From an optimization exercise on the open Yosys and OpenROAD flow, aimed at small area, a short achievable clock period and few clock cycles; shortcuts taken in it are not production practice. RTL that was checked went through simulation tests only; none was proved equivalent to the original. No functional check of the RTL was part of runs 1 to 3.

==> flow/design.v (outline; a module is shown in full before it is edited, if it fits) <==
// module fp4_cmul_w: 662 lines
// module fp4_cmul_w2: 388 lines
// module fp4_add: 302 lines
// module fp4_addsub2: 348 lines
// module fp4_butterfly: 12 lines
// module fp4_butterfly_w2: 12 lines
// module fp4_z: 7 lines
// module fp4_butterfly_w0: 12 lines
// module fp4_butterfly_w08: 15 lines
// module sdf_stage: 25 lines
// module fp4_fft: 135 lines
module fp4_fft #(
    parameter MAX_N = 32,
    parameter ADDR_WIDTH = $clog2(MAX_N)
)(
    input wire clk,
    input wire rst,
    input wire start,
    input wire [ADDR_WIDTH-1:0] N,  
    output reg done,
    output reg error,
    input wire [7:0] data_in,  
    input wire data_in_valid,  
    output reg [7:0] data_out,  
    output reg data_out_valid,  
    output reg fft_ready  
);
  // ...
==> flow/flow/run.sh <==
#!/bin/bash
set -e
cp standard.sh standard_sh_copy.txt
echo "export BUFFER_PORTS_ARGS = -buffer_cell sky130_fd_sc_hd__buf_4" >> "$FLOW_CONFIG"
bash standard.sh > standard_flow.log 2>&1
==> flow/standard.sh <==
#!/bin/bash
# synth_recipe.tcl (not shown) runs the flow's synth.tcl, then flattens the netlist and writes it again
# the make line also repeats each setting of config.mk as NAME=value (left out here)
make -C /OpenROAD-flow-scripts/flow DESIGN_CONFIG=/design/flow/config.mk WORK_HOME=/design/flow/orfs CLKGATE_MAP_FILE= SYNTH_SCRIPT=/design/flow/synth_recipe.tcl "${@:-finish}"
==> flow/config.mk <==
export PLATFORM = sky130hd
export DESIGN_NAME = fp4_fft
export DESIGN_NICKNAME = fp4_fft
export VERILOG_FILES = /design/flow/design.v
export SDC_FILE = /design/flow/constraint.sdc
export NUM_CORES = 4
export LEC_CHECK = 0
export ABC_AREA = 1
export CAP_MARGIN = 20
export CORE_MARGIN = 2
export CORE_UTILIZATION = 40
export SLEW_MARGIN = 20
export BUFFER_PORTS_ARGS = -buffer_cell sky130_fd_sc_hd__buf_4
==> flow/constraint.sdc <==
create_clock -name core_clock -period 20.0 [get_ports {clk}]
set_input_delay 4.0000 -clock core_clock [delete_from_list [all_inputs] [get_ports {clk}]]
set_output_delay 4.0000 -clock core_clock [all_outputs]
set_load 0.01 [all_outputs]
==> impl_metrics.env, run 1 <==
export IMPL_portBuffers=28
export IMPL_start_util_pct=40.48
export IMPL_synth_seq_cells=260
export IMPL_seq_share_pct=47.83
export IMPL_grt_pass1_wl_um=49580
export IMPL_via_count=10490
export IMPL_use_met1_pct=23.08
export IMPL_whs_ps=400.7
export IMPL_buffers=33
export IMPL_status="timing/DRC/antenna clean"
export IMPL_final_setup_skew_ps=26.34
export IMPL_hold_viol_final=0
export IMPL_layout_cells_most_common="nand2_1"
export IMPL_synth_main_ff_cell="edfxtp_1"
export IMPL_inv_count=230
export IMPL_crit_type="input port to flip-flop"
export IMPL_cts_resized=0
export IMPL_slew_headroom_pct=35.40
export IMPL_setup_violations=0
export IMPL_hold_class="flip-flop to flip-flop"
export IMPL_worst_pin_slew_ps=969.0
export IMPL_cp_slowest_stage_delay_ps=450
export IMPL_met2_length_um=13510
export IMPL_end_kind="flip-flop"
export IMPL_drtIter0Drc=686
==> module fp4_fft, before the edit <==
module fp4_fft #(
    parameter MAX_N = 32,
    parameter ADDR_WIDTH = $clog2(MAX_N)
)(
    input wire clk,
    input wire rst,
    input wire start,
    input wire [ADDR_WIDTH-1:0] N,  
    output reg done,
    output reg error,
    input wire [7:0] data_in,  
    input wire data_in_valid,  
    output reg [7:0] data_out,  
    output reg data_out_valid,  
    output reg fft_ready  
);
    reg n16, n8;
    always @(posedge clk) begin
        n16 <= (N == 5'd16);
        n8 <= (N == 5'd8);
    end
    wire [3:0] mask = n16 ? 4'hf : n8 ? 4'h7 : 4'h3;
    function [14:0] stage_ctl;
        input [3:0] x;
        input m16, m8;
        reg [3:0] l0, l1, l2, l3, l4, l5, cm, r;
        reg hi4;
        begin
            l0 = x - 4'd1;
            l1 = m16 ? x - 4'd10 : x - 4'd1;
            l2 = m16 ? x - 4'd15 : m8 ? x - 4'd6 : x - 4'd1;
            l3 = m16 ? x - 4'd2 : m8 ? x - 4'd9 : x - 4'd4;
            l4 = m16 ? x - 4'd3 : m8 ? x - 4'd10 : x - 4'd5;
            l5 = x - 4'd10;
            hi4 = m16 ? l4[3] : m8 ? l4[2] : l4[1];
            cm = x & (m16 ? 4'hf : m8 ? 4'h7 : 4'h3);
            r = m16 ? 4'd12 : m8 ? 4'd5 : 4'd2;
            stage_ctl[14] = l0[3];
            stage_ctl[13] = l1[2];
            stage_ctl[12] = l2[1];
            stage_ctl[11] = l3[0];
            stage_ctl[10] = m16 & l1[3];
            stage_ctl[9:8] = m16 ? {l2[2], l2[3]} : m8 ? {l2[2], 1'b0} : 2'b00;
            stage_ctl[7:5] = m16 ? {l3[1], l3[2], l3[3]} : m8 ? {l3[1], l3[2], 1'b0} : {l3[1], 2'b00};
            stage_ctl[4] = hi4 & ~l4[0];
            stage_ctl[3] = l5[2] & ~l5[1];
            stage_ctl[2] = (cm >= r);
            stage_ctl[1] = (cm == r - 4'd1);
            stage_ctl[0] = 1'b0;
        end
    endfunction
    reg in_frame;  
    reg [3:0] c;  
    reg [1:0] fv;  
    reg en;  
    reg [14:0] ctl;  
    wire start_now = data_in_valid & ~in_frame & fft_ready;
    wire adv = in_frame ? data_in_valid : 1'b1;
    wire [3:0] cur = start_now ? 4'd0 : c;
    wire last = in_frame & data_in_valid & ((c & mask) == mask);
    wire wrap = adv & ((cur & mask) == mask);
    wire in_frame_n = start_now | (in_frame & ~last);
    wire [3:0] c_n = adv ? cur + 4'd1 : c;
    wire p16 = (N == 5'd16);
    wire p8 = (N == 5'd8);
    wire [14:0] ctl_inc = stage_ctl(c + 4'd1, p16, p8);
    wire [14:0] ctl_one = stage_ctl(4'd1, p16, p8);
    always @(posedge clk)
        ctl <= ~adv ? ctl : start_now ? ctl_one : ctl_inc;
    wire ph8 = ctl[14], ph4 = ctl[13], ph2 = ctl[12], ph1 = ctl[11];
    wire k4 = ctl[10];
    wire [1:0] k2 = ctl[9:8];
    wire [2:0] k1 = ctl[7:5];
    wire cond1 = ctl[4], cond2 = ctl[3];
    wire out_v = ctl[2] ? fv[0] : fv[1];
    always @(posedge clk or negedge rst) begin
        if (!rst) begin
            in_frame <= 1'b0;
            c <= 4'd0;
            fv <= 2'b00;
            fft_ready <= 1'b1;
            done <= 1'b0;
            error <= 1'b0;
            data_out_valid <= 1'b0;
            en <= 1'b0;
        end else begin
            in_frame <= in_frame_n;
            c <= c_n;
            en <= adv;
            fft_ready <= ~in_frame_n & ((c_n & mask) == 4'd0);
            done <= last;
            error <= start & ((N == 5'd0) | ((N & (N - 5'd1)) != 5'd0));
            data_out_valid <= en & out_v;
            if (wrap)
                fv <= {fv[0], in_frame};
            else if (en & ctl[1])
                fv[1] <= 1'b0;  
        end
    end
    reg [7:0] in_reg, o8, o4, o2;
    wire [7:0] s8, s4, s2, s1;
    wire [7:0] a8, a4, a2, a1, x8, y8, x4, y4, x2, y2, x1, y1;
    wire [7:0] b4 = n16 ? o8 : in_reg;
    wire [7:0] b2 = n16 | n8 ? o4 : in_reg;
    fp4_butterfly_w0 bf8 (.A(a8), .B(in_reg), .X(x8), .Y(y8));
    fp4_butterfly_w08 bf4 (.A(a4), .B(b4), .w8(k4), .X(x4), .Y(y4));
    fp4_butterfly_w2 bf2 (.A(a2), .B(b2), .w(k2), .X(x2), .Y(y2));
    fp4_butterfly bf1 (.A(a1), .B(o2), .widx(k1), .X(x1), .Y(y1));
    sdf_stage #(.D(8)) st8 (.clk(clk), .en(en), .phase(ph8), .s_in(in_reg),
                            .X(x8), .Y(y8), .A(a8), .s_out(s8));
    sdf_stage #(.D(4)) st4 (.clk(clk), .en(en), .phase(ph4), .s_in(b4),
                            .X(x4), .Y(y4), .A(a4), .s_out(s4));
    sdf_stage #(.D(2)) st2 (.clk(clk), .en(en), .phase(ph2), .s_in(b2),
                            .X(x2), .Y(y2), .A(a2), .s_out(s2));
    sdf_stage #(.D(1)) st1 (.clk(clk), .en(en), .phase(ph1), .s_in(o2),
                            .X(x1), .Y(y1), .A(a1), .s_out(s1));
    reg [55:0] rv1;
    reg [15:0] rv2;
    wire [7:0] tap1 = n16 ? rv1[55:48] : n8 ? rv1[23:16] : rv1[7:0];
    wire [7:0] q1 = cond1 ? s1 : tap1;
    wire [7:0] q2 = cond2 ? q1 : rv2[15:8];
    wire [7:0] q = n16 ? q2 : q1;
    always @(posedge clk)
        in_reg <= data_in;
    always @(posedge clk) begin
        if (en) begin
            o8 <= s8;
            o4 <= s4;
            o2 <= s2;
            rv1 <= {rv1[47:0], cond1 ? tap1 : s1};
            rv2 <= {rv2[7:0], cond2 ? rv2[15:8] : q1};
            data_out <= q;
        end
    end
endmodule
==> inputs of run 2 (changes only) <==
--- a/flow/design.v
+++ b/flow/design.v
@@ -1844,10 +1844,10 @@
     wire wrap = adv & ((cur & mask) == mask);
     wire in_frame_n = start_now | (in_frame & ~last);
     wire [3:0] c_n = adv ? cur + 4'd1 : c;
-    wire p16 = (N == 5'd16);
-    wire p8 = (N == 5'd8);
-    wire [14:0] ctl_inc = stage_ctl(c + 4'd1, p16, p8);
-    wire [14:0] ctl_one = stage_ctl(4'd1, p16, p8);
+    wire last_slot = ((c & mask) == mask);
+    wire wrap_next = (((c + 4'd1) & mask) == 4'd0);
+    wire [14:0] ctl_inc = stage_ctl(c + 4'd1, n16, n8);
+    wire [14:0] ctl_one = stage_ctl(4'd1, N == 5'd16, N == 5'd8);
     always @(posedge clk)
         ctl <= ~adv ? ctl : start_now ? ctl_one : ctl_inc;
     wire ph8 = ctl[14], ph4 = ctl[13], ph2 = ctl[12], ph1 = ctl[11];
@@ -1870,7 +1870,7 @@
             in_frame <= in_frame_n;
             c <= c_n;
             en <= adv;
-            fft_ready <= ~in_frame_n & ((c_n & mask) == 4'd0);
+            fft_ready <= in_frame ? (data_in_valid & last_slot) : (~(data_in_valid & fft_ready) & wrap_next);
             done <= last;
             error <= start & ((N == 5'd0) | ((N & (N - 5'd1)) != 5'd0));
             data_out_valid <= en & out_v;
==> run 2 against run 1 <==
  * First-iteration DRC count rose by 40%
  * Die area fell by 0.19%
  * Global-route usage rose by 0.93 points
  * Worst hold slack improved by 7.6 ps
  * Wire length rose by 3.1%
  * Worst setup slack improved by 29 ps
  * Synthesized area fell by 0.19%
  * Utilization fell by 0.092 points
  * Synthesized cell count fell by 0.71%
  * Critical path type unchanged
==> impl_metrics.env, run 2 <==
export IMPL_post_route_period_util_pct=26.74
export IMPL_syn_avg_cell_area_um2=9.354
export IMPL_crit_type="input port to flip-flop"
export IMPL_via_count=10580
export IMPL_synth_edff_count=238
export IMPL_fp_row_count=69
export IMPL_synth_common_cells="nand2_1 (380), edfxtp_1 (238), inv_1 (210), o21ai_0 (149), nor2_1 (82)"
export IMPL_critical_path_buf_inv_count=2
export IMPL_postRouteAntennaNets=0
export IMPL_fp_dieW_um=193.1
export IMPL_synth_main_ff_cell="edfxtp_1"
export IMPL_synth_nets=1626
export IMPL_hold_depth=0
export IMPL_dp_slack_ps=14140
export IMPL_end_kind="flip-flop"
export IMPL_cts_setup_buffers=0
export IMPL_synth_top_cell_by_area="edfxtp_1"
export IMPL_place_gp_congestion=0.9056
export IMPL_cts_buffer_depth=3
export IMPL_r2r_end="st2.dl[3]"
export IMPL_cts_hold_buffers=0
export IMPL_reg2reg_slack_ps=15120
export IMPL_worst_ep_required_time_ps=20290
export IMPL_setup_violations=0
export IMPL_whs_ps=408.4
export IMPL_core_um2=35400
export IMPL_clock_fmax_mhz=187.0
export IMPL_layout_setup_ws_ps=14650
export IMPL_drv_slew=0
export IMPL_cap_violations=0
export IMPL_reg_largest_list="st8.dl x64, rv1 x56, st4.dl x32"
export IMPL_synth_seq_cells=260
export IMPL_drt_wl_total_um=31410
export IMPL_drtIter0Drc=958
export IMPL_layout_cells_non_filler=2053
export IMPL_drive_gt1_share_pct=9.673
export IMPL_synth_top_area_share_pct=49.97
export IMPL_r2r_cells=24
export IMPL_n_fill_cell=3350
export IMPL_clk_latency_ps=550
export IMPL_netlist_cell_type_count=62
export IMPL_portBuffers=28
export IMPL_largest_reg_flops=64
export IMPL_hold_path_endpoint="st8.dl[8]"
export IMPL_n_antenna_cell=0
export IMPL_status="timing/DRC/antenna clean"
export IMPL_wl_per_cell_um=15.30
export IMPL_layout_cells_most_common="nand2_1"
export IMPL_gr_total_overflow=0
export IMPL_slew_headroom_pct=27.08
export IMPL_cts_resized=0
export IMPL_grt_pass1_vias=9974
export IMPL_die_y_um=193.1
export IMPL_cp_data_arrival_time_ps=5640
export IMPL_netlist_area_um2=14300
export IMPL_root_buffer="clkbuf_16"
export IMPL_clk_pin_slew_ps=70
export IMPL_cts_tree="yes"
export IMPL_drc=0
export IMPL_grt_pass1_wl_um=50860
export IMPL_die_area_um2=37290
export IMPL_cp_slowest_stage_delay_ps=590
export IMPL_hpwl_um=22030
export IMPL_worst_pin_slew_ps=1094
export IMPL_synthTopCellsByArea="edfxtp_1 (50%), nand2_1 (10%), ha_1 (7.0%)"
export IMPL_cp_max_fo=11
export IMPL_clock_sinks=260
export IMPL_hp_start="st8.dl[0]"
export IMPL_largest_register="st8.dl"
export IMPL_first_pass_iters=5
export IMPL_grt_max_degree=88
export IMPL_cpMaxStageDelayCell="nor2_1"
export IMPL_path_cells="buf_4 -> nand2_1 -> nor2_1 -> inv_1 -> or2_2 -> nor2_1 -> a21oi_1"
export IMPL_start_util_pct=40.41
export IMPL_final_cell_mix="nand2_1 (380), edfxtp_1 (238), inv_1 (210)"
export IMPL_ys_warn_count=5
export IMPL_areaGrowthSynthToFinish_pct=11.64
export IMPL_dp_cells=2000
export IMPL_track_usage_pct=16.97
export IMPL_ys_seq_area_share_pct=53.48
export IMPL_io_pins=29
export IMPL_nets=1667
export IMPL_hold_viol_final=0
export IMPL_path_common_cell="nor2_1"
export IMPL_period_needed_ps=5348
export IMPL_hold_class="flip-flop to flip-flop"
export IMPL_synthCells=1529
export IMPL_path_delay_family="simple AND/OR/NAND/NOR gates"
export IMPL_final_setup_skew_ps=9.841
export IMPL_viasPerCell=5.154
export IMPL_synth_most_common_cell="nand2_1"
export IMPL_async_flop_share_pct=4.615
export IMPL_setup_tns_ps=0
export IMPL_rsz0062_at_grt="no"
export IMPL_cts_made_buffers=28
export IMPL_r2r_start="n16"
export IMPL_start_kind="input port"
export IMPL_antenna_found_initial=0
export IMPL_htreeDepth=1
-- run 2: layout make-up --
| class | count | area (µm²) | share of cell area [%] |
|---|---|---|---|
| multi-input cells | 1019 | 5700 | 35.70 |
| inverters | 229 | 859.6 | 5.383 |
| well taps | 461 | 576.8 | 3.612 |
| flip-flops and latches | 260 | 7652 | 47.92 |
| repair buffers | 32 | 260.3 | 1.630 |
| clock inverters | 12 | 141.4 | 0.8854 |
| clock buffers | 40 | 777.0 | 4.866 |
-- run 2: worst max path at each step --
stage                     endpoint  depth (start not counted)  slack (ps)          start
finish                     ctl[12]                          7       14650  data_in_valid
global route                 fv[1]                          9       14400  data_in_valid
CTS                        ctl[12]                          7       14700  data_in_valid
detailed placement         ctl[12]                          7       14140  data_in_valid
global placement           ctl[12]                          7       14180  data_in_valid
floorplan           data_out_valid                          2       14290             en
-- run 2: kinds of logic (layout without fill, tap and decap cells) --
group | count (synthesis) | in the layout | share of synthesized area [%]
compound gates | 317 | 317 | 13.37
simple gates | 598 | 598 | 17.78
buf+inv | 250 | 313 | 6.684
mux | 6 | 6 | 0.4287
flops | 260 | 260 | 53.48
xor+xnor | 18 | 18 | 1.260
fa+ha+maj | 80 | 80 | 6.999
-- run 2: per-stage QoR --
step / area (µm²) / util (%)
6_report: 15970 / 45.11
5_1_grt: 15970 / 45.11
4_1_cts: 15940 / 45.03
3_5_place_dp: 15020 / 42.43
3_3_place_gp: 15020 / 42.43
2_1_floorplan: 14300 / -
-- run 2: metal layers --
metal	vias up	global-route usage [%]	part of all wire [%]
met5	-	0	0
met3	37	1.792	4.1
li1	5272	-	-
met4	0	4.283	1.5
met2	223	26.41	44
met1	5050	25.33	51
-- run 2: worst register-to-register path, stage by stage (launching register included) --
cell and delay [ps]:
dfxtp_1 300, buf_4 240, nor2_8 400, nand2_1 100
o21ai_1 250, ha_1 300, or2_2 300, o21ai_1 80
o21ai_1 110, nor2_2 130, nand2_1 60, nand2_1 100
inv_1 80, o21ai_2 220, ha_1 330, o31ai_4 340
o211ai_1 170, o21ai_0 140, nand3_1 150, nand3_1 170
o21ai_1 100, o21ai_0 240, nand2_1 80, o2111ai_1 80
o21ai_0 120
==> inputs of run 3 (changes only) <==
==> flow/flow/run.sh (replaced) <==
#!/bin/bash
set -e
echo "export BUFFER_PORTS_ARGS = -buffer_cell sky130_fd_sc_hd__buf_4" >> "$FLOW_CONFIG"
echo "export SETUP_SLACK_MARGIN = 15" >> "$FLOW_CONFIG"
bash standard.sh > standard_flow.log 2>&1
--- a/flow/config.mk
+++ b/flow/config.mk
@@ -11,3 +11,4 @@
 export CORE_UTILIZATION = 40
 export SLEW_MARGIN = 20
 export BUFFER_PORTS_ARGS = -buffer_cell sky130_fd_sc_hd__buf_4
+export SETUP_SLACK_MARGIN = 15
==> run 3 against run 2 <==
  * Worst hold slack better by 6.3 ps
  * Synthesized cell count unchanged
  * Critical path type is now flip-flop to primary output
==> impl_metrics.env, run 3 <==
export IMPL_dp_slack_ps=14440
export IMPL_cts_made_buffers=29
export IMPL_postRouteAntennaNets=0
export IMPL_drive_gt1_share_pct=11.53
export IMPL_cp_data_arrival_time_ps=1190
export IMPL_hold_class="flip-flop to flip-flop"
export IMPL_path_cells="buf_6"
export IMPL_syn_avg_cell_area_um2=9.354
export IMPL_drv_slew=0
export IMPL_viasPerCell=5.141
export IMPL_hold_depth=0
export IMPL_clk_latency_ps=560
export IMPL_grt_pass1_vias=10010
export IMPL_status="timing/DRC/antenna clean"
export IMPL_grt_pass1_wl_um=50660
export IMPL_start_kind="flip-flop"
export IMPL_cts_tree="yes"
export IMPL_r2r_cells=23
export IMPL_post_route_period_util_pct=25.94
export IMPL_hold_path_endpoint="rv1[40]"
export IMPL_track_usage_pct=16.99
export IMPL_worst_pin_slew_ps=853.8
export IMPL_reg2reg_slack_ps=15460
export IMPL_r2r_start="n16"
export IMPL_synth_nets=1626
export IMPL_n_antenna_cell=0
export IMPL_drt_wl_total_um=31970
export IMPL_root_buffer="clkbuf_16"
export IMPL_die_area_um2=37290
export IMPL_rsz0062_at_grt="yes"
export IMPL_setup_violations=0
export IMPL_worst_ep_required_time_ps=16000
export IMPL_cp_max_fo=2
export IMPL_hpwl_um=22400
export IMPL_slew_headroom_pct=43.08
export IMPL_final_setup_skew_ps=8.712
export IMPL_synthTopCellsByArea="edfxtp_1 (50%), nand2_1 (10%), ha_1 (7.0%)"
export IMPL_synth_most_common_cell="nand2_1"
export IMPL_synth_seq_cells=260
export IMPL_synth_top_cell_by_area="edfxtp_1"
export IMPL_fp_dieW_um=193.1
export IMPL_critical_path_buf_inv_count=1
export IMPL_crit_type="flip-flop to primary output"
export IMPL_portBuffers=28
export IMPL_ys_warn_count=5
export IMPL_start_util_pct=40.41
export IMPL_end_kind="primary output"
export IMPL_htreeDepth=1
export IMPL_synthCells=1529
export IMPL_path_delay_family="flip-flops"
export IMPL_fp_row_count=69
export IMPL_grt_max_degree=68
export IMPL_cap_violations=0
export IMPL_clock_fmax_mhz=192.8
export IMPL_synth_common_cells="nand2_1 (380), edfxtp_1 (238), inv_1 (210), o21ai_0 (149), nor2_1 (82)"
export IMPL_drtIter0Drc=807
export IMPL_ys_seq_area_share_pct=53.48
export IMPL_die_y_um=193.1
export IMPL_layout_cells_most_common="nand2_1"
export IMPL_dp_cells=2002
export IMPL_layout_cells_non_filler=2066
export IMPL_async_flop_share_pct=4.615
export IMPL_ff_latch_area_um2=7657
export IMPL_final_cell_mix="nand2_1 (378), edfxtp_1 (238), inv_1 (208)"
export IMPL_via_count=10620
export IMPL_largest_register="st8.dl"
export IMPL_cts_buffer_depth=3
export IMPL_setup_tns_ps=0
export IMPL_first_pass_iters=5
export IMPL_multi_input_area_um2=5791
export IMPL_cp_slowest_stage_delay_ps=540
export IMPL_hold_viol_final=0
export IMPL_areaGrowthSynthToFinish_pct=13.44
export IMPL_place_gp_congestion=0.9103
export IMPL_nets=1680
export IMPL_n_fill_cell=3363
export IMPL_clk_pin_slew_ps=60
export IMPL_hp_start="rv1[32]"
export IMPL_layout_setup_ws_ps=14810
export IMPL_cts_hold_buffers=0
export IMPL_period_needed_ps=5187
export IMPL_r2r_end="st2.dl[3]"
export IMPL_synth_edff_count=238
export IMPL_core_um2=35400
export IMPL_clock_sinks=260
export IMPL_reg_largest_list="st8.dl x64, rv1 x56, st4.dl x32"
export IMPL_netlist_area_um2=14300
export IMPL_largest_reg_flops=64
export IMPL_synth_main_ff_cell="edfxtp_1"
export IMPL_cpMaxStageDelayCell="dfstp_2"
export IMPL_netlist_cell_type_count=62
export IMPL_wl_per_cell_um=15.47
export IMPL_drc=0
export IMPL_antenna_found_initial=0
export IMPL_gr_total_overflow=0
export IMPL_synth_top_area_share_pct=49.97
export IMPL_io_pins=29
## run 3: changes by cell type in the layout (fill, tap and decap cells not counted), moves of 3 or more
cell        before  now
nor2_1          81   78
buf_6            0   12
clkinvlp_4       2    6
clkbuf_1        10    7
buf_4           31   28
nor2_4           1    6
## run 3: cells by family (layout without fill, tap and decap cells)
group,after synthesis,after routing,share of synthesized area (%)
compound gates,317,317,13.37
xor+xnor,18,18,1.260
fa+ha+maj,80,80,6.999
buf+inv,250,324,6.684
flops,260,260,53.48
mux,6,6,0.4287
simple gates,598,600,17.78
## run 3: worst max-delay path by stage
stage | from | to | slack [ps] | cells past startpoint
after floorplan | data_in_valid | fv[1] | 14950 | 10
after global placement | N[1] | ctl[1] | 14500 | 6
after detailed placement | N[1] | ctl[4] | 14440 | 8
after CTS | fft_ready | fft_ready | 14780 | 1
after global routing | fft_ready | fft_ready | 14770 | 1
final | fft_ready | fft_ready | 14810 | 1
## run 3: cell type report
class,instances,area share [%]
repair inverters,1,0.03085
multi-input cells,1021,35.69
inverters,229,5.344
flip-flops and latches,260,47.20
well taps,461,3.555
clock inverters,15,1.157
clock buffers,38,4.805
repair buffers,41,2.221
## run 3: layer usage
| metal | track usage [%] | wire (µm) | vias to the layer above |
|---|---|---|---|
| li1 | - | - | 5310 |
| met1 | 25.07 | 16050 | 5007 |
| met4 | 4.400 | 667 | 0 |
| met5 | 0 | 0 | - |
| met2 | 26.20 | 13570 | 253 |
| met3 | 2.480 | 1684 | 51 |
## run 3: through the flow
| stage | hold slack, ps | cell area (µm²) | utilization, % |
|---|---|---|---|
| finish | 414.6 | 16220 | 45.84 |
| global route | 420.2 | 16220 | 45.84 |
| CTS | 416.1 | 16080 | 45.43 |
| detailed placement | 404.5 | 15080 | 42.60 |
| global placement | 400.3 | 15080 | 42.60 |
| floorplan | 400.3 | 14360 | - |
## run 3: what timing repair did
item,CTS,global route
gates cloned,0,3
endpoints found under the setup margin,15,33
setup buffers,1,7
resized for setup,8,17
pin swaps,0,2
==> inputs of run 4 (changes only) <==
--- a/flow/design.v
+++ b/flow/design.v
@@ -1048,308 +1048,6 @@
   assign \u.a1.out  = p_im;
   assign \u.a1.sub  = 1'h0;
 endmodule
-module fp4_add(a, b, out);
-  input [3:0] a;
-  wire [3:0] a;
-  input [3:0] b;
-  wire [3:0] b;
-  output [3:0] out;
-  wire [3:0] out;
-  wire _000_;
-  wire _001_;
-  wire _002_;
-  wire _003_;
-  wire _004_;
-  wire _005_;
-  wire _006_;
-  wire _007_;
-  wire _008_;
-  wire _009_;
-  wire _010_;
-  wire _011_;
-  wire _012_;
-  wire _013_;
-  wire _014_;
-  wire _015_;
-  wire _016_;
-  wire _017_;
-  wire _018_;
-  wire _019_;
-  wire _020_;
-  wire _021_;
-  wire _022_;
-  wire _023_;
-  wire _024_;
-  wire _025_;
-  wire _026_;
-  wire _027_;
-  wire _028_;
-  wire _029_;
-  wire _030_;
-  wire _031_;
-  wire _032_;
-  wire _033_;
-  wire _034_;
-  wire _035_;
-  wire _036_;
-  wire _037_;
-  wire _038_;
-  wire _039_;
-  wire _040_;
-  wire _041_;
-  wire _042_;
-  wire _043_;
-  wire _044_;
-  wire _045_;
-  wire _046_;
-  wire _047_;
-  wire _048_;
-  wire _049_;
-  wire _050_;
-  wire _051_;
-  wire _052_;
-  wire _053_;
-  wire _054_;
-  wire _055_;
-  wire _056_;
-  wire _057_;
-  wire _058_;
-  wire _059_;
-  wire _060_;
-  wire _061_;
-  wire _062_;
-  wire _063_;
-  wire _064_;
-  wire _065_;
-  wire _066_;
-  wire _067_;
-  wire _068_;
-  wire _069_;
-  wire _070_;
-  wire _071_;
-  wire _072_;
-  wire _073_;
-  wire _074_;
-  wire _075_;
-  wire _076_;
-  wire _077_;
-  wire _078_;
-  wire _079_;
-  wire _080_;
-  wire _081_;
-  wire _082_;
-  wire _083_;
-  wire _084_;
-  wire _085_;
-  wire _086_;
-  wire _087_;
-  wire _088_;
-  wire _089_;
-  wire _090_;
-  wire _091_;
-  wire _092_;
-  wire _093_;
-  wire _094_;
-  wire _095_;
-  wire _096_;
-  wire _097_;
-  wire _098_;
-  wire _099_;
-  wire _100_;
-  wire _101_;
-  wire _102_;
-  wire _103_;
-  wire _104_;
-  wire _105_;
-  wire _106_;
-  wire _107_;
-  wire _108_;
-  wire _109_;
-  wire _110_;
-  wire _111_;
-  wire _112_;
-  wire _113_;
-  wire _114_;
-  wire _115_;
-  wire _116_;
-  wire _117_;
-  wire _118_;
-  wire _119_;
-  wire _120_;
-  wire _121_;
-  wire _122_;
-  wire _123_;
-  wire _124_;
-  wire _125_;
-  wire _126_;
-  wire _127_;
-  wire _128_;
-  wire _129_;
-  wire _130_;
-  wire _131_;
-  wire _132_;
-  wire _133_;
-  wire _134_;
-  wire _135_;
-  wire _136_;
-  wire _137_;
-  wire _138_;
-  wire _139_;
-  wire [2:0] m;
-  wire [2:0] \u_d.x ;
-  wire [2:0] \u_d.y ;
-  wire [2:0] \u_s.x ;
-  wire [2:0] \u_s.y ;
-  assign _029_ = ~b[2];
-  assign _039_ = ~a[2];
-  assign _050_ = _039_ & _029_;
-  assign _057_ = a[1] & b[1];
-  assign _058_ = ~_057_;
-  assign _059_ = _058_ & _050_;
-  assign _060_ = ~_059_;
-  assign _061_ = ~a[3];
-  assign _062_ = _061_ & b[3];
-  assign _063_ = ~_062_;
-  assign _064_ = ~b[3];
-  assign _065_ = a[3] & _064_;
-  assign _066_ = ~_065_;
-  assign _067_ = _066_ & _063_;
-  assign _068_ = _067_ & _060_;
-  assign _069_ = ~_050_;
-  assign _070_ = ~b[1];
-  assign _071_ = ~a[1];
-  assign _072_ = _071_ & _070_;
-  assign _073_ = a[2] & b[2];
-  assign _074_ = _073_ & _072_;
-  assign _075_ = ~_074_;
-  assign _076_ = _075_ & _069_;
-  assign _077_ = ~_076_;
-  assign _078_ = b[0] & a[0];
-  assign _079_ = _078_ & _077_;
-  assign _080_ = ~_079_;
-  assign _081_ = _071_ & b[0];
-  assign _082_ = ~_081_;
-  assign _083_ = _070_ & a[0];
-  assign _084_ = ~_083_;
-  assign _085_ = _084_ & _073_;
-  assign _086_ = _085_ & _082_;
-  assign _087_ = ~_072_;
-  assign _088_ = _087_ & _058_;
-  assign _089_ = _088_ & _086_;
-  assign _090_ = ~_089_;
-  assign _091_ = _090_ & _080_;
-  assign _092_ = _071_ & b[1];
-  assign _093_ = ~a[0];
-  assign _094_ = _029_ & _093_;
-  assign _095_ = _094_ & _092_;
-  assign _096_ = ~_095_;
-  assign _097_ = a[1] & _070_;
-  assign _098_ = ~b[0];
-  assign _099_ = _039_ & _098_;
-  assign _100_ = _099_ & _097_;
-  assign _101_ = ~_100_;
-  assign _102_ = _101_ & _096_;
-  assign _103_ = _102_ & _091_;
-  assign _104_ = ~_103_;
-  assign _105_ = _104_ & _068_;
-  assign _106_ = ~_105_;
-  assign _107_ = ~_092_;
-  assign _108_ = _107_ & _029_;
-  assign _109_ = ~_097_;
-  assign _110_ = _109_ & _039_;
-  assign _111_ = ~_110_;
-  assign _112_ = _111_ & a[0];
-  assign _113_ = _112_ & _108_;
-  assign _114_ = ~_113_;
-  assign _115_ = ~_108_;
-  assign _116_ = _110_ & b[0];
-  assign _117_ = _116_ & _115_;
-  assign _118_ = ~_117_;
-  assign _119_ = _118_ & _114_;
-  assign _120_ = _119_ & _106_;
-  assign out[0] = ~_120_;
-  assign _121_ = ~_102_;
-  assign _122_ = _121_ & _068_;
-  assign _123_ = ~_122_;
-  assign _124_ = ~_078_;
-  assign _125_ = _098_ & _093_;
-  assign _126_ = ~_125_;
-  assign _127_ = _126_ & _124_;
-  assign _128_ = ~_127_;
-  assign _129_ = _128_ & _057_;
-  assign _130_ = ~_129_;
-  assign _131_ = _087_ & _067_;
-  assign _132_ = ~_131_;
-  assign _133_ = _132_ & _130_;
-  assign _134_ = ~_133_;
-  assign _135_ = _134_ & _073_;
-  assign _136_ = _135_ & _091_;
-  assign _137_ = ~_136_;
-  assign _138_ = ~_067_;
-  assign _139_ = ~_086_;
-  assign _000_ = _039_ & b[2];
-  assign _001_ = ~_000_;
-  assign _002_ = _071_ & a[0];
-  assign _003_ = ~_002_;
-  assign _004_ = _003_ & _001_;
-  assign _005_ = ~_004_;
-  assign _006_ = b[0] & _070_;
-  assign _007_ = ~_006_;
-  assign _008_ = a[2] & _029_;
-  assign _009_ = ~_008_;
-  assign _010_ = _009_ & _007_;
-  assign _011_ = ~_010_;
-  assign _012_ = _011_ & _005_;
-  assign _013_ = ~_012_;
-  assign _014_ = _013_ & _139_;
-  assign _015_ = ~_014_;
-  assign _016_ = _015_ & _138_;
-  assign _017_ = ~_016_;
-  assign _018_ = _057_ & _050_;
-  assign _019_ = ~_018_;
-  assign _020_ = ~_073_;
-  assign _021_ = _020_ & _072_;
-  assign _022_ = _126_ & _050_;
-  assign _023_ = ~_022_;
-  assign _024_ = _023_ & _021_;
-  assign _025_ = ~_024_;
-  assign _026_ = _025_ & _019_;
-  assign _027_ = _026_ & _017_;
-  assign _028_ = _027_ & _137_;
-  assign out[1] = _028_ & _123_;
-  assign _030_ = ~_068_;
-  assign _031_ = _021_ & _127_;
-  assign _032_ = ~_031_;
-  assign _033_ = _032_ & _077_;
-  assign _034_ = ~_033_;
-  assign _035_ = _034_ & _102_;
-  assign _036_ = ~_035_;
-  assign _037_ = _036_ & _030_;
-  assign _038_ = ~_037_;
-  assign out[2] = _038_ & _137_;
-  assign _040_ = ~_028_;
-  assign _041_ = ~out[2];
-  assign _042_ = _041_ & _040_;
-  assign _043_ = ~_042_;
-  assign _044_ = _109_ & b[0];
-  assign _045_ = ~_044_;
-  assign _046_ = _001_ & _107_;
-  assign _047_ = _046_ & _045_;
-  assign _048_ = ~_047_;
-  assign _049_ = _048_ & _009_;
-  assign _051_ = ~_049_;
-  assign _052_ = _051_ & _061_;
-  assign _053_ = ~_052_;
-  assign _054_ = _049_ & _064_;
-  assign _055_ = ~_054_;
-  assign _056_ = _055_ & _053_;
-  assign out[3] = _056_ & _043_;
-  assign \u_s.x  = a[2:0];
-  assign \u_s.y  = b[2:0];
-  assign \u_d.y  = b[2:0];
-  assign \u_d.x  = a[2:0];
-  assign m = out[2:0];
-endmodule
 module fp4_addsub2(a, p, x, y);
   input [3:0] a;
   wire [3:0] a;
@@ -1859,9 +1557,9 @@
     always @(posedge clk or negedge rst) begin
         if (!rst) begin
             in_frame <= 1'b0;
-            c <= 4'd0;
+            c <= 4'hf;  
             fv <= 2'b00;
-            fft_ready <= 1'b1;
+            fft_ready <= 1'b0;
             done <= 1'b0;
             error <= 1'b0;
             data_out_valid <= 1'b0;
--- a/flow/config.mk
+++ b/flow/config.mk
@@ -9,6 +9,7 @@
 export CAP_MARGIN = 20
 export CORE_MARGIN = 2
 export CORE_UTILIZATION = 40
+export CTS_BUF_LIST = sky130_fd_sc_hd__clkbuf_4 sky130_fd_sc_hd__clkbuf_8
 export SLEW_MARGIN = 20
 export BUFFER_PORTS_ARGS = -buffer_cell sky130_fd_sc_hd__buf_4
 export SETUP_SLACK_MARGIN = 15
==> run 4 against run 3 <==
  * Still clean on timing, DRC and antenna
  * Global-route usage is 0.47 points higher
  * Sequential share of layout area is 0.43 points higher
  * Critical path type unchanged
==> impl_metrics.env, run 4 <==
export IMPL_n_antenna_cell=0
export IMPL_largest_register="st8.dl"
export IMPL_drtIter0Drc=818
export IMPL_crit_type="flip-flop to primary output"
export IMPL_grt_max_degree=67
export IMPL_hold_viol_final=0
export IMPL_fp_dieW_um=193.1
export IMPL_drt_wl_total_um=31870
export IMPL_io_pins=29
export IMPL_place_gp_congestion=0.9193
export IMPL_clk_pin_slew_ps=60
export IMPL_worst_pin_slew_ps=830.9
export IMPL_whs_ps=408.9
export IMPL_async_flop_share_pct=4.615
export IMPL_root_buffer="clkbuf_8"
export IMPL_synth_main_ff_cell="edfxtp_1"
export IMPL_hold_class="flip-flop to flip-flop"
export IMPL_dp_cells=2002
export IMPL_cap_violations=0
export IMPL_portBuffers=28
export IMPL_largest_reg_flops=64
export IMPL_via_count=10650
export IMPL_drive_gt1_share_pct=12.84
export IMPL_nets=1689
export IMPL_ys_warn_count=5
export IMPL_setup_tns_ps=0
export IMPL_final_setup_skew_ps=25.36
export IMPL_start_kind="flip-flop"
export IMPL_r2r_end="o4[3]"
export IMPL_start_util_pct=40.42
export IMPL_areaGrowthSynthToFinish_pct=12.40
export IMPL_n_fill_cell=3401
export IMPL_viasPerCell=5.099
export IMPL_clock_sinks=260
export IMPL_synth_nets=1626
export IMPL_cts_buffer_depth=3
export IMPL_reg_largest_list="st8.dl x64, rv1 x56, st4.dl x32"
export IMPL_r2r_cells=25
export IMPL_status="timing/DRC/antenna clean"
export IMPL_postRouteAntennaNets=0
export IMPL_die_area_um2=37290
export IMPL_period_needed_ps=5108
export IMPL_cpMaxStageDelayCell="dfrtp_2"
export IMPL_synth_most_common_cell="nand2_1"
export IMPL_post_route_period_util_pct=25.54
export IMPL_core_um2=35400
export IMPL_clock_fmax_mhz=195.8
export IMPL_gr_total_overflow=0
export IMPL_cts_tree="yes"
export IMPL_synth_seq_cells=260
export IMPL_synth_edff_count=238
export IMPL_ff_latch_area_um2=7659
export IMPL_drv_slew=0
export IMPL_synthCells=1529
export IMPL_die_y_um=193.1
export IMPL_path_cells="buf_6"
export IMPL_r2r_start="n16"
export IMPL_hpwl_um=22330
export IMPL_cp_data_arrival_time_ps=1110
export IMPL_multi_input_area_um2=5776
export IMPL_cp_slowest_stage_delay_ps=410
export IMPL_synth_top_cell_by_area="edfxtp_1"
export IMPL_setup_violations=0
export IMPL_layout_cells_non_filler=2089
export IMPL_worst_ep_required_time_ps=16000
export IMPL_synthTopCellsByArea="edfxtp_1 (50%), nand2_1 (10%), ha_1 (7.0%)"
export IMPL_hold_path_endpoint="st4.dl[17]"
export IMPL_cts_made_buffers=45
export IMPL_rsz0062_at_grt="yes"
export IMPL_end_kind="primary output"
export IMPL_ys_seq_area_share_pct=53.49
export IMPL_antenna_found_initial=0
export IMPL_clk_latency_ps=600
export IMPL_path_delay_family="flip-flops"
export IMPL_slew_headroom_pct=44.61
export IMPL_netlist_area_um2=14310
export IMPL_syn_avg_cell_area_um2=9.357
export IMPL_hold_depth=0
export IMPL_cp_max_fo=2
export IMPL_wl_per_cell_um=15.26
export IMPL_track_usage_pct=17.46
export IMPL_drc=0
export IMPL_grt_pass1_vias=10110
export IMPL_grt_pass1_wl_um=51640
export IMPL_critical_path_buf_inv_count=1
export IMPL_final_cell_mix="nand2_1 (378), edfxtp_1 (238), inv_1 (209)"
export IMPL_hp_start="st4.dl[9]"
export IMPL_synth_top_area_share_pct=49.96
export IMPL_netlist_cell_type_count=62
export IMPL_first_pass_iters=6
export IMPL_synth_common_cells="nand2_1 (380), edfxtp_1 (238), inv_1 (210), o21ai_0 (149), nor2_1 (82)"
export IMPL_fp_row_count=69
export IMPL_layout_cells_most_common="nand2_1"
export IMPL_reg2reg_slack_ps=15370
export IMPL_htreeDepth=2
[run 4: cell count changes after synthesis, sizes merged]
cell   previous run  this run
dfrtp            11         8
dfstp             1         4
[run 4: repair_timing]
action / CTS / global route
setup buffers: 1 / 1
setup endpoints to repair: 14 / 38
resized for setup: 6 / 18
cloned: 0 / 2
hold buffers: 0 / 0
pin swaps: 0 / 1
[run 4: worst register-to-register path, cell delays in order, from the launching register on]
cell and delay (ps):
dfxtp_2 470, buf_8 250, inv_2 210, or2_2 320
o21ai_0 130, inv_1 100, nor2_1 180, nand2_1 100
nand2_1 90, inv_1 40, o21ai_1 300, inv_1 180
ha_1 340, inv_1 70, a31o_2 300, o211ai_1 110
o21ai_1 120, nand3_1 130, nand4_1 170, nand2_1 90
o21ai_0 80, inv_1 80, nand2_1 40, o21ai_0 110
nor2_1 80, o32ai_1 330
[run 4: layer usage]
layer | global-route usage, % | wire length (µm) | part of all wire (%)
met1 | 25.61 | 15730 | 49
met2 | 26.44 | 13930 | 44
met3 | 2.824 | 1622 | 5.1
met4 | 5.449 | 588 | 1.8
met5 | 0 | 0 | 0
[run 4: cells by family after synthesis]
kind of cell / Yosys count / synth area share [%]
flops: 260 / 53.49
xor+xnor: 18 / 1.259
mux: 6 / 0.4286
buf+inv: 250 / 6.682
compound gates: 317 / 13.36
fa+ha+maj: 80 / 6.997
simple gates: 598 / 17.78
[run 4: cell type report]
| cell class | instances | area share [%] |
|---|---|---|
| multi-input combinational | 1020 | 35.92 |
| timing repair buffer | 35 | 1.914 |
| clock buffer | 61 | 4.637 |
| timing repair inverter | 1 | 0.03112 |
| sequential | 260 | 47.63 |
| tap | 461 | 3.587 |
| inverter | 229 | 5.369 |
| clock inverter | 22 | 0.9181 |
[run 4: worst max-delay path by stage]
stage	start	to	slack [ps]	cells past startpoint
after floorplan	data_in_valid	fv[1]	14940	10
after global routing	data_out[0]	data_out[0]	14830	1
final	fft_ready	fft_ready	14890	1
after detailed placement	N[1]	ctl[1]	14490	6
after CTS	data_out[0]	data_out[0]	14820	1
after global placement	N[1]	ctl[1]	14510	6
[run 4: per-stage QoR]
stage / worst slack (ps) / util (%) / instance area [µm²]
2_1_floorplan: 14940 / - / 14360
3_3_place_gp: 14510 / 42.61 / 15080
3_5_place_dp: 14490 / 42.61 / 15080
4_1_cts: 14820 / 45.20 / 16000
5_1_grt: 14830 / 45.43 / 16080
6_report: 14890 / 45.43 / 16080
Testbench counts of run 4, summed over its fixed seeds: cycles 5,352.
==> inputs of run 5 (changes only) <==
--- a/flow/config.mk
+++ b/flow/config.mk
@@ -9,7 +9,6 @@
 export CAP_MARGIN = 20
 export CORE_MARGIN = 2
 export CORE_UTILIZATION = 40
-export CTS_BUF_LIST = sky130_fd_sc_hd__clkbuf_4 sky130_fd_sc_hd__clkbuf_8
 export SLEW_MARGIN = 20
 export BUFFER_PORTS_ARGS = -buffer_cell sky130_fd_sc_hd__buf_4
 export SETUP_SLACK_MARGIN = 15
==> run 5 against run 4 <==
  * Critical path depth did not move
  * Utilization rose by 0.40 points
  * Final area rose by 0.88%
  * Non-clock buffer count rose by 6
  * Wire length fell by 0.55%
  * Fmax rose by 0.30%
  * First-iteration DRC count fell by 2.3%
  * Largest cell class unchanged
  * Highest routed layer unchanged
==> impl_metrics.env, run 5 <==
export IMPL_status="timing/DRC/antenna clean"
export IMPL_clk_pin_slew_ps=60
export IMPL_cp_data_arrival_time_ps=1090
export IMPL_hold_class="flip-flop to flip-flop"
export IMPL_via_count=10580
export IMPL_hpwl_um=22330
export IMPL_setup_tns_ps=0
export IMPL_start_util_pct=40.42
export IMPL_period_needed_ps=5093
export IMPL_cp_slowest_stage_delay_ps=390
export IMPL_end_kind="primary output"
export IMPL_worst_pin_slew_ps=808.2
export IMPL_synth_common_cells="nand2_1 (380), edfxtp_1 (238), inv_1 (210), o21ai_0 (149), nor2_1 (82)"
export IMPL_synth_top_area_share_pct=49.96
export IMPL_synth_top_cell_by_area="edfxtp_1"
export IMPL_netlist_area_um2=14310
export IMPL_io_pins=29
export IMPL_cts_tree="yes"
export IMPL_clk_latency_ps=580
export IMPL_portBuffers=28
export IMPL_clock_fmax_mhz=196.4
export IMPL_final_cell_mix="nand2_1 (378), edfxtp_1 (238), inv_1 (208)"
export IMPL_htreeDepth=1
export IMPL_track_usage_pct=17.06
export IMPL_path_delay_family="flip-flops"
export IMPL_synth_main_ff_cell="edfxtp_1"
export IMPL_die_y_um=193.1
export IMPL_n_fill_cell=3366
export IMPL_ys_seq_area_share_pct=53.49
export IMPL_root_buffer="clkbuf_16"
export IMPL_rsz0062_at_grt="yes"
export IMPL_setup_violations=0
export IMPL_critical_path_buf_inv_count=1
export IMPL_areaGrowthSynthToFinish_pct=13.39
export IMPL_grt_pass1_wl_um=50940
export IMPL_grt_pass1_vias=9947
export IMPL_first_pass_iters=4
export IMPL_synth_nets=1626
export IMPL_viasPerCell=5.118
export IMPL_cap_violations=0
export IMPL_drt_wl_total_um=31700
export IMPL_synth_most_common_cell="nand2_1"
export IMPL_postRouteAntennaNets=0
export IMPL_worst_ep_required_time_ps=16000
export IMPL_wl_per_cell_um=15.33
export IMPL_core_um2=35400
export IMPL_cp_max_fo=1
export IMPL_cts_made_buffers=30
export IMPL_antenna_found_initial=0
export IMPL_drive_gt1_share_pct=11.57
export IMPL_ys_warn_count=5
export IMPL_synth_seq_cells=260
export IMPL_fp_row_count=69
export IMPL_gr_total_overflow=0
export IMPL_cpMaxStageDelayCell="edfxtp_1"
export IMPL_grt_max_degree=67
export IMPL_largest_register="st8.dl"
export IMPL_path_cells="buf_6"
export IMPL_synthTopCellsByArea="edfxtp_1 (50%), nand2_1 (10%), ha_1 (7.0%)"
export IMPL_cts_buffer_depth=3
export IMPL_layout_cells_most_common="nand2_1"
export IMPL_drtIter0Drc=799
export IMPL_post_route_period_util_pct=25.46
export IMPL_start_kind="flip-flop"
export IMPL_reg_largest_list="st8.dl x64, rv1 x56, st4.dl x32"
export IMPL_clock_sinks=260
export IMPL_fp_dieW_um=193.1
export IMPL_die_area_um2=37290
export IMPL_drv_slew=0
export IMPL_crit_type="flip-flop to primary output"
export IMPL_async_flop_share_pct=4.615
export IMPL_drc=0
export IMPL_place_gp_congestion=0.9193
export IMPL_hold_viol_final=0
export IMPL_synthCells=1529
export IMPL_final_setup_skew_ps=22.39
export IMPL_largest_reg_flops=64
export IMPL_synth_edff_count=238
export IMPL_n_antenna_cell=0
export IMPL_reg2reg_slack_ps=15410
export IMPL_slew_headroom_pct=46.12
export IMPL_netlist_cell_type_count=62
export IMPL_syn_avg_cell_area_um2=9.357
export IMPL_cts_hold_buffers=0
export IMPL_nets=1680
run 5: layer usage:
layer	GRT usage [%]	vias up	wire length, µm
met4	3.555	0	585
met3	2.389	42	1487
met2	26.40	225	13820
li1	-	5309	-
met5	0	-	0
met1	25.49	5008	15800
run 5: logic make-up after synthesis:
kind of cell    after synthesis  share of synthesized area [%]
compound gates              317                          13.36
xor+xnor                     18                          1.259
fa+ha+maj                    80                          6.997
buf+inv                     250                          6.682
flops                       260                          53.49
mux                           6                         0.4286
simple gates                598                          17.78
run 5: worst paths after layout:
kind | startpoint | end | cells after the start
setup / recovery | data_out[1] | data_out[1] | 1
hold / removal | st4.dl[0] | st4.dl[8] | 0
setup reg to reg | n16 | st2.dl[3] | 23
hold reg to reg | st4.dl[0] | st4.dl[8] | 0
max in group asynchronous | rst | c[3] | 1
min in group asynchronous | rst | error | 1
run 5: through the flow:
step | cells | setup WS (ps) | instance area (µm²) | util [%] | hold WS (ps)
after floorplan | 1529 | 14940 | 14360 | - | 400.3
after global placement | 2002 | 14510 | 15080 | 42.61 | 400.7
after detailed placement | 2002 | 14490 | 15080 | 42.61 | 404.5
after CTS | 2059 | 14870 | 16090 | 45.45 | 417.4
after global routing | 2068 | 14850 | 16220 | 45.83 | 418.5
final | 2068 | 14910 | 16220 | 45.83 | 413.1
run 5: what timing repair did:
action	4_1_cts	5_1_grt
pin swaps	0	2
cloned	0	2
gates resized for setup	6	19
setup endpoints to repair	16	39
buffers inserted	1	7
run 5: final cells by class:
type | instances | area, µm² | share of cell area [%]
Multi-Input combinational cell | 1020 | 5779 | 35.63
Tap cell | 461 | 576.8 | 3.556
Timing Repair Buffer | 41 | 352.8 | 2.175
Timing Repair inverter | 1 | 5.005 | 0.03085
Clock buffer | 38 | 780.7 | 4.813
Inverter | 229 | 867.1 | 5.345
Clock inverter | 18 | 201.4 | 1.242
Sequential cell | 260 | 7659 | 47.21
==> inputs of run 6 (changes only) <==
--- a/flow/config.mk
+++ b/flow/config.mk
@@ -9,6 +9,9 @@
 export CAP_MARGIN = 20
 export CORE_MARGIN = 2
 export CORE_UTILIZATION = 40
+export CTS_BUF_LIST = sky130_fd_sc_hd__clkbuf_8
+export CTS_CLUSTER_DIAMETER = 60
+export CTS_CLUSTER_SIZE = 20
 export SLEW_MARGIN = 20
 export BUFFER_PORTS_ARGS = -buffer_cell sky130_fd_sc_hd__buf_4
 export SETUP_SLACK_MARGIN = 15
==> run 6 against run 5 <==
  * Still clean on timing, DRC and antenna
  * Cell count decreased by 0.82%
  * Via count is 0.36% lower
  * Sequential cell count stayed put
  * Clock skew increased by 28 ps
  * Final area down 2.4%
  * Clock-buffer cell count is 11 lower
  * Critical path depth stayed put
  * Utilization is 1.1 points lower
  * Largest cell class unchanged
==> impl_metrics.env, run 6 <==
export IMPL_antenna_found_initial=0
export IMPL_synth_nets=1626
export IMPL_synth_most_common_cell="nand2_1"
export IMPL_synth_main_ff_cell="edfxtp_1"
export IMPL_hold_class="flip-flop to flip-flop"
export IMPL_cts_tree="yes"
export IMPL_period_needed_ps=5142
export IMPL_synthAdderAreaFrac_pct=6.997
export IMPL_place_gp_congestion=0.9193
export IMPL_reg_largest_list="st8.dl x64, rv1 x56, st4.dl x32"
export IMPL_cp_data_arrival_time_ps=1140
export IMPL_layout_cells_most_common="nand2_1"
export IMPL_n_fill_cell=3414
export IMPL_post_route_period_util_pct=25.71
export IMPL_hpwl_um=22330
export IMPL_root_buffer="clkbuf_8"
export IMPL_synth_top_family_by_area="simple AND/OR/NAND/NOR gates"
export IMPL_cpMaxStageDelayCell="edfxtp_1"
export IMPL_ys_seq_area_share_pct=53.49
export IMPL_crit_type="flip-flop to primary output"
export IMPL_yosys_area_share_simple_pct=17.78
export IMPL_clock_fmax_mhz=194.5
export IMPL_drive_gt1_share_pct=11.32
export IMPL_fp_row_count=69
export IMPL_drtIter0Drc=743
export IMPL_cts_made_buffers=26
export IMPL_path_delay_family="flip-flops"
export IMPL_synth_compound_area_share_pct=13.36
export IMPL_cts_buffer_depth=3
export IMPL_ys_warn_count=5
export IMPL_netlist_area_um2=14310
export IMPL_die_y_um=193.1
export IMPL_cp_slowest_stage_delay_ps=410
export IMPL_first_pass_iters=5
export IMPL_syn_avg_cell_area_um2=9.357
export IMPL_clock_sinks=260
export IMPL_grt_max_degree=67
export IMPL_async_flop_share_pct=4.615
export IMPL_synth_edff_count=238
export IMPL_status="timing/DRC/antenna clean"
export IMPL_cp_max_fo=1
export IMPL_clk_pin_slew_ps=110
export IMPL_grt_pass1_vias=9936
export IMPL_n_antenna_cell=0
export IMPL_grt_pass1_wl_um=50670
export IMPL_cap_violations=0
export IMPL_rsz0062_at_grt="yes"
export IMPL_path_cells="buf_6"
export IMPL_synth_top_cell_by_area="edfxtp_1"
export IMPL_slew_headroom_pct=44.09
export IMPL_synth_seq_cells=260
export IMPL_postRouteAntennaNets=0
export IMPL_clk_latency_ps=630
export IMPL_final_setup_skew_ps=50.78
export IMPL_synth_xor_area_share_pct=1.259
export IMPL_core_um2=35400
export IMPL_netlist_cell_type_count=62
export IMPL_largest_reg_flops=64
export IMPL_htreeDepth=1
export IMPL_track_usage_pct=16.92
export IMPL_worst_ep_required_time_ps=16000
export IMPL_hold_viol_final=0
export IMPL_end_kind="primary output"
export IMPL_dp_slack_ps=14490
export IMPL_die_area_um2=37290
export IMPL_cts_hold_buffers=0
export IMPL_fp_dieW_um=193.1
export IMPL_io_pins=29
export IMPL_portBuffers=28
export IMPL_synthMuxAreaShare_pct=0.4285
export IMPL_areaGrowthSynthToFinish_pct=10.63
export IMPL_synth_common_cells="nand2_1 (380), edfxtp_1 (238), inv_1 (210), o21ai_0 (149), nor2_1 (82)"
export IMPL_final_cell_mix="nand2_1 (378), edfxtp_1 (238), inv_1 (210)"
export IMPL_drt_wl_total_um=31140
export IMPL_drv_slew=0
export IMPL_largest_register="st8.dl"
export IMPL_nets=1668
export IMPL_synthTopCellsByArea="edfxtp_1 (50%), nand2_1 (10%), ha_1 (7.0%)"
export IMPL_synthCells=1529
export IMPL_setup_violations=0
export IMPL_synth_top_area_share_pct=49.96
export IMPL_gr_total_overflow=0
export IMPL_via_count=10550
export IMPL_viasPerCell=5.142
export IMPL_critical_path_buf_inv_count=1
export IMPL_wl_per_cell_um=15.18
export IMPL_start_kind="flip-flop"
export IMPL_layout_setup_ws_ps=14860
export IMPL_worst_pin_slew_ps=838.7
export IMPL_start_util_pct=40.42
export IMPL_drc=0
export IMPL_setup_tns_ps=0
==> run 6: cell counts after synthesis <==
Identical to the previous run, type by type.
==> run 6: routing by layer <==
metal	up-vias	global-route usage (%)	share of wire [%]
met5	-	0	0
met4	0	3.788	1.8
met2	228	26.25	43
met3	43	2.172	5.0
li1	5277	-	-
met1	4998	25.26	50
==> run 6: layout make-up <==
type | instances | area [µm²] | share of cell area [%]
sequential | 260 | 7659 | 48.39
multi-input combinational | 1020 | 5776 | 36.49
inverter | 229 | 859.6 | 5.431
tap | 461 | 576.8 | 3.645
clock buffer | 27 | 371.6 | 2.348
timing repair buffer | 34 | 300.3 | 1.897
clock inverter | 20 | 284.0 | 1.795
==> run 6: repair_timing <==
item	4_1_cts	5_1_grt
cloned	0	1
resized for setup	6	17
setup buffers	1	0
setup endpoints to repair	15	36
pin swaps	0	1
==> run 6: logic make-up after synthesis <==
kind of cell / count (synthesis)
buf+inv: 250
compound gates: 317
fa+ha+maj: 80
simple gates: 598
mux: 6
xor+xnor: 18
flops: 260
==> run 6: stage by stage <==
stage | std cells | instance area, µm² | utilization [%] | hold WS [ps]
after floorplan | 1529 | 14360 | - | 400.3
after global placement | 2002 | 15080 | 42.61 | 400.7
after detailed placement | 2002 | 15080 | 42.61 | 404.5
after CTS | 2050 | 15760 | 44.53 | 423.2
after global routing | 2051 | 15830 | 44.71 | 431.1
final | 2051 | 15830 | 44.71 | 420.7
==> run 6: worst paths after layout <==
check / endpoint / from / slack, ps / cells past startpoint
worst max-delay path: data_out[1] / data_out[1] / 14860 / 1
worst max register to register: st2.dl[3] / n16 / 15380 / 23
worst min register to register: st2.dl[12] / st2.dl[4] / 420 / 0
worst min-delay path: st2.dl[12] / st2.dl[4] / 420 / 0
min in group asynchronous: en / rst / 3220 / 1
max in group asynchronous: c[0] / rst / 16520 / 1
==> inputs of run 7 (changes only) <==
--- a/flow/config.mk
+++ b/flow/config.mk
@@ -9,9 +9,9 @@
 export CAP_MARGIN = 20
 export CORE_MARGIN = 2
 export CORE_UTILIZATION = 40
-export CTS_BUF_LIST = sky130_fd_sc_hd__clkbuf_8
-export CTS_CLUSTER_DIAMETER = 60
-export CTS_CLUSTER_SIZE = 20
+export CTS_BUF_LIST = sky130_fd_sc_hd__clkbuf_16
+export CTS_CLUSTER_DIAMETER = 80
+export CTS_CLUSTER_SIZE = 25
 export SLEW_MARGIN = 20
 export BUFFER_PORTS_ARGS = -buffer_cell sky130_fd_sc_hd__buf_4
 export SETUP_SLACK_MARGIN = 15
==> run 7 against run 6 <==
  * Clock skew decreased by 31 ps
  * Register-to-register slack improved by 60 ps
  * Critical path type unchanged
  * Still clean
==> impl_metrics.env, run 7 <==
export IMPL_drt_wl_total_um=31110
export IMPL_end_kind="primary output"
export IMPL_cts_buffer_depth=3
export IMPL_cts_tree="yes"
export IMPL_syn_avg_cell_area_um2=9.357
export IMPL_viasPerCell=5.121
export IMPL_path_cells="buf_6"
export IMPL_ys_seq_area_share_pct=53.49
export IMPL_synthMuxAreaShare_pct=0.4285
export IMPL_utilization_pct=44.85
export IMPL_final_cell_mix="nand2_1 (378), edfxtp_1 (238), inv_1 (212)"
export IMPL_hpwl_um=22330
export IMPL_largest_register="st8.dl"
export IMPL_areaGrowthSynthToFinish_pct=10.97
export IMPL_grt_pass1_vias=9794
export IMPL_synth_main_ff_cell="edfxtp_1"
export IMPL_hold_viol_final=0
export IMPL_layout_cells_most_common="nand2_1"
export IMPL_grt_max_degree=67
export IMPL_ff_latch_area_um2=7659
export IMPL_synth_edff_count=238
export IMPL_critical_path_buf_inv_count=1
export IMPL_postRouteAntennaNets=0
export IMPL_synth_most_common_cell="nand2_1"
export IMPL_netlist_area_um2=14310
export IMPL_root_buffer="clkbuf_16"
export IMPL_place_gp_congestion=0.9193
export IMPL_synth_seq_cells=260
export IMPL_synth_nets=1626
export IMPL_ys_warn_count=5
export IMPL_period_needed_ps=5054
export IMPL_portBuffers=28
export IMPL_synth_xor_area_share_pct=1.259
export IMPL_cp_max_fo=1
export IMPL_drtIter0Drc=906
export IMPL_clk_latency_ps=530
export IMPL_fp_dieW_um=193.1
export IMPL_yosys_area_share_simple_pct=17.78
export IMPL_wl_per_cell_um=15.21
export IMPL_slew_headroom_pct=45.45
export IMPL_worst_pin_slew_ps=818.2
export IMPL_n_antenna_cell=0
export IMPL_start_kind="flip-flop"
export IMPL_track_usage_pct=16.73
export IMPL_cts_hold_buffers=0
export IMPL_crit_type="flip-flop to primary output"
export IMPL_cp_slowest_stage_delay_ps=400
export IMPL_rsz0062_at_grt="yes"
export IMPL_htreeDepth=1
export IMPL_clock_fmax_mhz=197.9
export IMPL_fp_row_count=69
export IMPL_via_count=10470
export IMPL_clk_pin_slew_ps=90
export IMPL_synth_top_area_share_pct=49.96
export IMPL_async_flop_share_pct=4.615
export IMPL_reg2reg_slack_ps=15440
export IMPL_drc=0
export IMPL_n_fill_cell=3392
export IMPL_core_um2=35400
export IMPL_worst_ep_required_time_ps=16000
export IMPL_post_route_period_util_pct=25.27
export IMPL_hold_class="flip-flop to flip-flop"
export IMPL_multi_input_area_um2=5776
export IMPL_clock_sinks=260
export IMPL_drv_slew=0
export IMPL_grt_pass1_wl_um=50240
export IMPL_first_pass_iters=5
export IMPL_cpMaxStageDelayCell="edfxtp_1"
export IMPL_netlist_cell_type_count=62
export IMPL_synth_top_cell_by_area="edfxtp_1"
export IMPL_gr_total_overflow=0
export IMPL_status="timing/DRC/antenna clean"
export IMPL_synthAdderAreaFrac_pct=6.997
export IMPL_nets=1669
export IMPL_synth_common_cells="nand2_1 (380), edfxtp_1 (238), inv_1 (210), o21ai_0 (149), nor2_1 (82)"
export IMPL_drive_gt1_share_pct=10.86
export IMPL_synthTopCellsByArea="edfxtp_1 (50%), nand2_1 (10%), ha_1 (7.0%)"
export IMPL_start_util_pct=40.42
export IMPL_setup_violations=0
export IMPL_layout_cells_non_filler=2045
export IMPL_synth_compound_area_share_pct=13.36
export IMPL_die_area_um2=37290
export IMPL_antenna_found_initial=0
export IMPL_cap_violations=0
export IMPL_dp_cells=2002
export IMPL_setup_tns_ps=0
export IMPL_final_setup_skew_ps=19.74
export IMPL_cts_made_buffers=18
export IMPL_path_delay_family="flip-flops"
export IMPL_reg_largest_list="st8.dl x64, rv1 x56, st4.dl x32"
export IMPL_io_pins=29
export IMPL_synth_top_family_by_area="simple AND/OR/NAND/NOR gates"
export IMPL_layout_setup_ws_ps=14950
export IMPL_synthCells=1529
export IMPL_largest_reg_flops=64
export IMPL_die_y_um=193.1
export IMPL_dp_slack_ps=14490
export IMPL_cp_data_arrival_time_ps=1050
[run 7: final cells by class]
type | instances | area share [%]
Timing Repair Buffer | 42 | 2.270
Inverter | 229 | 5.462
Clock inverter | 13 | 0.9852
Multi-Input combinational cell | 1020 | 36.38
Clock buffer | 19 | 2.995
Tap cell | 461 | 3.633
Timing Repair inverter | 1 | 0.03153
Sequential cell | 260 | 48.24
[run 7: layer usage]
layer / share of wire [%] / wire, µm / track usage [%] / vias up
met5: 0 / 0 / 0 / -
met4: 2.1 / 642 / 3.613 / 0
met3: 4.7 / 1467 / 1.719 / 34
met2: 44 / 13590 / 26.03 / 206
met1: 50 / 15410 / 25.25 / 4963
li1: - / - / - / 5270
[run 7: final timing paths]
| path | depth (start not counted) | startpoint | end |
|---|---|---|---|
| min | 0 | rv1[32] | rv1[40] |
| max | 1 | data_out[0] | data_out[0] |
| min in group asynchronous | 1 | rst | fft_ready |
| min reg2reg | 0 | rv1[32] | rv1[40] |
| max reg2reg | 26 | n16 | o4[3] |
| max in group asynchronous | 1 | rst | c[0] |
[run 7: cell families (layout without fill, tap and decap cells)]
family / Yosys count / in the layout
and+or+nand+nor: 598 / 599
AOI/OAI and AO/OA: 317 / 317
DFF: 260 / 260
buffers and inverters: 250 / 304
adders and majority gates: 80 / 80
xor gates and xnor gates: 18 / 18
muxes: 6 / 6
[run 7: repair_timing]
action | CTS | global route
endpoints found under the setup margin | 13 | 39
buffers inserted | 1 | 8
cloned | 0 | 2
pin swaps | 0 | 2
gates resized for setup | 7 | 18
[run 7: through the flow]
stage | area, µm² | hold WS, ps
after floorplan | 14360 | 400.3
after global placement | 15080 | 400.7
after detailed placement | 15080 | 404.5
after CTS | 15740 | 418.9
after global routing | 15880 | 422.3
final | 15880 | 415.3

-- separate check: timing with driven ports --
The results above use ideal ports. As a check the final layouts listed here were re-extracted and re-timed, cells and wires unchanged.
Step 1: set_driving_cell puts a clkbuf_16 on clk and a buf_2 on each other input, an assumption about the parent block.
Step 2 adds t to the input delays and takes it off the output delays; t is the mean of the earliest and latest rising clock arrival at the registers after step 1. Input paths then give back, and output paths get back, about the clock's delay inside the block.
Three values: ideal ports, drivers, drivers and shift; two values: the first two.
run | t, ns | setup slack, ns | worst setup path after step 2 | worst data-port slew with drivers (ns)
run 1 | 0.589 | 14.623 / 14.645 / 14.056 | input to register | 0.07
run 2 | 0.594 | 14.652 / 14.664 / 14.070 | input to register | 0.04
run 3 | 0.601 | 14.813 / 14.763 / 14.495 | input to register | 0.04
run 4 | 0.635 | 14.892 / 14.844 / 14.471 | input to register | 0.04
run 5 | 0.621 | 14.907 / 14.857 / 14.495 | input to register | 0.04
run 6 | 0.653 | 14.858 / 14.810 / 14.489 | input to register | 0.04
run 7 | 0.568 | 14.946 / 14.894 / 14.565 | input to register | 0.04
After both steps setup and hold are still met in every run listed. For run 2, which loses most, drivers alone change the setup slack by +0.012 ns; drivers and shift together by -0.582 ns.
